What follows belongs to an exercise in optimizing a design on an open flow for small area; a production flow would make more cautious choices. Where RTL was checked, it was by simulation tests only, not by an equivalence proof against the original.

Design cordic_pipelined, start of the top module:
module cordic_pipelined(clk, z0, xn, yn);
  input clk;
  input signed [12:0] z0;
  output [17:0] xn, yn;
  wire signed [12:0] za = z0;
  wire pos_big = za > 13'sh5A0;
  wire neg_big = za < -13'sh5A0;
  wire flip_in = pos_big | neg_big;
  wire d0_c0 = pos_big ? (za < 13'shB40) : neg_big ? (za < -13'shB40) : za[12];
  reg [10:0] k1;
  always @(*) begin
    case ({pos_big, neg_big, d0_c0})
      3'b100: k1 = 11'h1f0;
      3'b101: k1 = 11'h790;
      3'b010: k1 = 11'h070;
      3'b011: k1 = 11'h610;
      3'b001: k1 = 11'h2d0;
      default: k1 = 11'h530;
    endcase
  end
  wire [10:0] z1_c0 = za[10:0] + k1;
  reg f_r1, d0_r1; reg [10:0] z1_r1;
  always @(posedge clk) begin f_r1 <= flip_in; d0_r1 <= d0_c0; z1_r1 <= z1_c0; end
  wire signed [10:0] z1s = z1_r1;
  wire d1_c1 = z1_r1[10];
  wire d2_c1 = d1_c1 ? (z1s < -11'sh1A9) : (z1s < 11'sh1A9);
  reg [8:0] k2;
  always @(*) begin
    case ({d1_c1, d2_c1})
      2'b00: k2 = 9'h177;
      2'b01: k2 = 9'h137;
      2'b10: k2 = 9'h0c9;
      default: k2 = 9'h089;
    endcase
  end
  wire [8:0] z3_c1 = z1_r1[8:0] + k2;
  reg f_r2; reg [2:0] d_r2; reg [8:0] z3_r2;
  always @(posedge clk) begin f_r2 <= f_r1; d_r2 <= {d2_c1, d1_c1, d0_r1}; z3_r2 <= z3_c1; end
  wire signed [8:0] z3s = z3_r2;
  wire d3_c2 = z3_r2[8];
  wire d4_c2 = d3_c2 ? (z3s < -9'sh072) : (z3s < 9'sh072);
  wire d5_c2 = ({d3_c2, d4_c2} == 2'b00) ? (z3s < 9'sd171) :
               ({d3_c2, d4_c2} == 2'b01) ? (z3s < 9'sd57) :
               ({d3_c2, d4_c2} == 2'b10) ? (z3s < -9'sd57) : (z3s < -9'sd171);
  reg [5:0] k3;
  always @(*) begin
    case ({d3_c2, d4_c2, d5_c2})
  ...
Size in the first run: about 270 flip-flops.
Settings: LEC_CHECK=0, CAP_MARGIN=20, CORE_MARGIN=2, CORE_UTILIZATION=60, CTS_BUF_LIST=sky130_fd_sc_hd__clkbuf_8, CTS_CLUSTER_DIAMETER=100, CTS_CLUSTER_SIZE=18, SLEW_MARGIN=20, SYNTH_HIERARCHICAL=1; clock period 5.0 ns.
standard.sh (not shown) runs the stock make flow with config.mk's settings and CLKGATE_MAP_FILE= SYNTH_SCRIPT=/design/flow/synth_recipe.tcl, a recipe that flattens the netlist after the stock synthesis.
==> flow/flow/run.sh <==
#!/bin/bash
# The standard layout (standard.sh: ORFS from synthesis through finish), with two changes:
#  - the input/output port buffers are made from the smallest buffer cell;
#  - synthesis maps the logic with an area-oriented ABC script (flow/abc_area_map.script)
#    in place of ORFS's abc_speed.script. Everything else in synthesis is ORFS's own
#    (run from a copy of ORFS's scripts folder in which only that one file differs).
set -e
rm -rf orfs_scripts
cp -r "$FLOW_HOME/scripts" orfs_scripts
cp flow/abc_area_map.script orfs_scripts/abc_speed.script
export SCRIPTS_DIR="$PWD/orfs_scripts"
export BUFFER_PORTS_ARGS="-buffer_cell sky130_fd_sc_hd__buf_1"
cp standard.sh standard_sh.txt
bash standard.sh > standard.log 2>&1
==> flow/flow/abc_area_map.script <==
strash
dch
map -a
strash
dch
map -a
topo
stime -c
buffer -c
upsize -c
dnsize -c
Rerun with:
--- a/flow/design.v
+++ b/flow/design.v
@@ -707,29 +707,29 @@
   assign lx3 = TX3[ta_c5];
   assign lx4 = TX4[ta_c5];
   assign lx5 = TX5[ta_c6];
   assign lx6 = TX6[ta_c5];
   assign lx7 = TX7[ta_c5];
   assign lx8 = TX8[ta_c5];
   assign lx9 = TX9[ta_c5];
   assign lx10 = TX10[ta_c5];
-  assign lx11 = TX11[ta_c5];
+  assign lx11 = TX11[ta_c6];
   assign lx12 = TX12[ta_c6];
   assign lx13 = TX13[ta_c6];
   assign lx14 = TX14[ta_c6];
   assign lx15 = TX15[ta_c6];
   assign lx16 = TX16[ta_c6];
   assign lx17 = TX17[ta_c6];
   assign ly0 = TY0[ta_c5];
   assign ly1 = TY1[ta_c5];
   assign ly2 = TY2[ta_c5];
   assign ly3 = TY3[ta_c5];
   assign ly4 = TY4[ta_c5];
-  assign ly5 = TY5[ta_c5];
+  assign ly5 = TY5[ta_c6];
   assign ly6 = TY6[ta_c5];
   assign ly7 = TY7[ta_c5];
   assign ly8 = TY8[ta_c5];
   assign ly9 = TY9[ta_c5];
   assign ly10 = TY10[ta_c5];
   assign ly11 = TY11[ta_c6];
   assign ly12 = TY12[ta_c6];
   assign ly13 = TY13[ta_c6];
@@ -743,17 +743,17 @@
   assign xt6_3 = lx3_p6 ^ f_p6;
   assign xt6_4 = lx4_p6 ^ f_p6;
   assign xt6_5 = lx5 ^ f_p6;
   assign xt6_6 = lx6 ^ f_p5;
   assign xt6_7 = lx7_p6 ^ f_p6;
   assign xt6_8 = lx8_p6 ^ f_p6;
   assign xt6_9 = lx9_p6 ^ f_p6;
   assign xt6_10 = lx10_p6 ^ f_p6;
-  assign xt6_11 = lx11_p6 ^ f_p6;
+  assign xt6_11 = lx11 ^ f_p6;
   assign xt6_12 = lx12 ^ f_p6;
   assign xt6_13 = lx13 ^ f_p6;
   assign xt6_14 = lx14 ^ f_p6;
   assign xt6_15 = lx15 ^ f_p6;
   assign xt6_16 = lx16 ^ f_p6;
   assign xt6_17 = lx17_p7 ^ f_p7;
   assign q6_1 = ~(f_p5 ^ d6_p5);
   assign yt6_0 = ly0 ^ q6_1;
@@ -761,17 +761,17 @@
   assign yt6_1 = ly1_p6 ^ q6_2_p6;
   assign q6_3 = ~(f_p6 ^ d6_p6);
   assign yt6_2 = ly2_p6 ^ q6_3;
   assign q6_4 = ~(f_p6 ^ d6_p6);
   assign yt6_3 = ly3_p6 ^ q6_4;
   assign q6_5 = ~(f_p6 ^ d6_p6);
   assign yt6_4 = ly4_p6 ^ q6_5;
   assign q6_6 = ~(f_p6 ^ d6_p6);
-  assign yt6_5 = ly5_p6 ^ q6_6;
+  assign yt6_5 = ly5 ^ q6_6;
   assign q6_7 = ~(f_p5 ^ d6_p5);
   assign yt6_6 = ly6 ^ q6_7;
   assign q6_8 = ~(f_p6 ^ d6_p6);
   assign yt6_7 = ly7_p6 ^ q6_8;
   assign q6_9 = ~(f_p6 ^ d6_p6);
   assign yt6_8 = ly8_p6 ^ q6_9;
   assign q6_10 = ~(f_p6 ^ d6_p6);
   assign yt6_9 = ly9_p6 ^ q6_10;
@@ -1206,23 +1206,21 @@
   reg lx1_p6;
   reg lx2_p6;
   reg lx3_p6;
   reg lx4_p6;
   reg lx7_p6;
   reg lx8_p6;
   reg lx9_p6;
   reg lx10_p6;
-  reg lx11_p6;
   reg lx17_p7;
   reg ly1_p6;
   reg ly2_p6;
   reg ly3_p6;
   reg ly4_p6;
-  reg ly5_p6;
   reg ly7_p6;
   reg ly8_p6;
   reg ly9_p6;
   reg ly10_p6;
   reg ly17_p7;
   reg xt6_0_p6;
   reg xt6_6_p6;
   reg xt6_10_p7;
@@ -1437,23 +1435,21 @@
     lx1_p6 <= lx1;
     lx2_p6 <= lx2;
     lx3_p6 <= lx3;
     lx4_p6 <= lx4;
     lx7_p6 <= lx7;
     lx8_p6 <= lx8;
     lx9_p6 <= lx9;
     lx10_p6 <= lx10;
-    lx11_p6 <= lx11;
     lx17_p7 <= lx17;
     ly1_p6 <= ly1;
     ly2_p6 <= ly2;
     ly3_p6 <= ly3;
     ly4_p6 <= ly4;
-    ly5_p6 <= ly5;
     ly7_p6 <= ly7;
     ly8_p6 <= ly8;
     ly9_p6 <= ly9;
     ly10_p6 <= ly10;
     ly17_p7 <= ly17;
     xt6_0_p6 <= xt6_0;
     xt6_6_p6 <= xt6_6;
     xt6_10_p7 <= xt6_10;
Result: Routed wire length is about the same; first-iteration DRC count hardly moves; non-clock buffer count grows by 19; cell count falls slightly; flip-flop and latch count goes down by 2; setup slack degrades by 0.020 ns; synthesized cell count drops by a few percent; worst hold slack stays flat.
No functional check of the RTL was part of the first run of this note.

==> re-timing with driven ports <==
Ports are ideal in the flow. The routed layouts listed here were re-timed in OpenROAD.
Step 1 sets driving cells, clkbuf_16 on the clock port and buf_2 on the other inputs (assumed; they add their load-dependent delay and slew).
Step 2, shift: input delay + t, output delay - t, t = (earliest + latest rising clock arrival at the registers) / 2. This alone moves slack from input paths to output paths.
Three values: ideal, step 1, step 2; two values: the first two.
| run | t (ns) | setup WS [ns] | slew at the worst register clock pin (ns) | worst slew at a driven data input, ns |
|---|---|---|---|---|
| the first run | 0.577 | 0.154 / 0.109 / 0.169 | 0.12 / 0.12 | 0.03 |
| the second run | 0.568 | 0.134 / 0.133 / 0.134 | 0.11 / 0.11 | 0.04 |
After both steps every run listed still meets setup and hold.
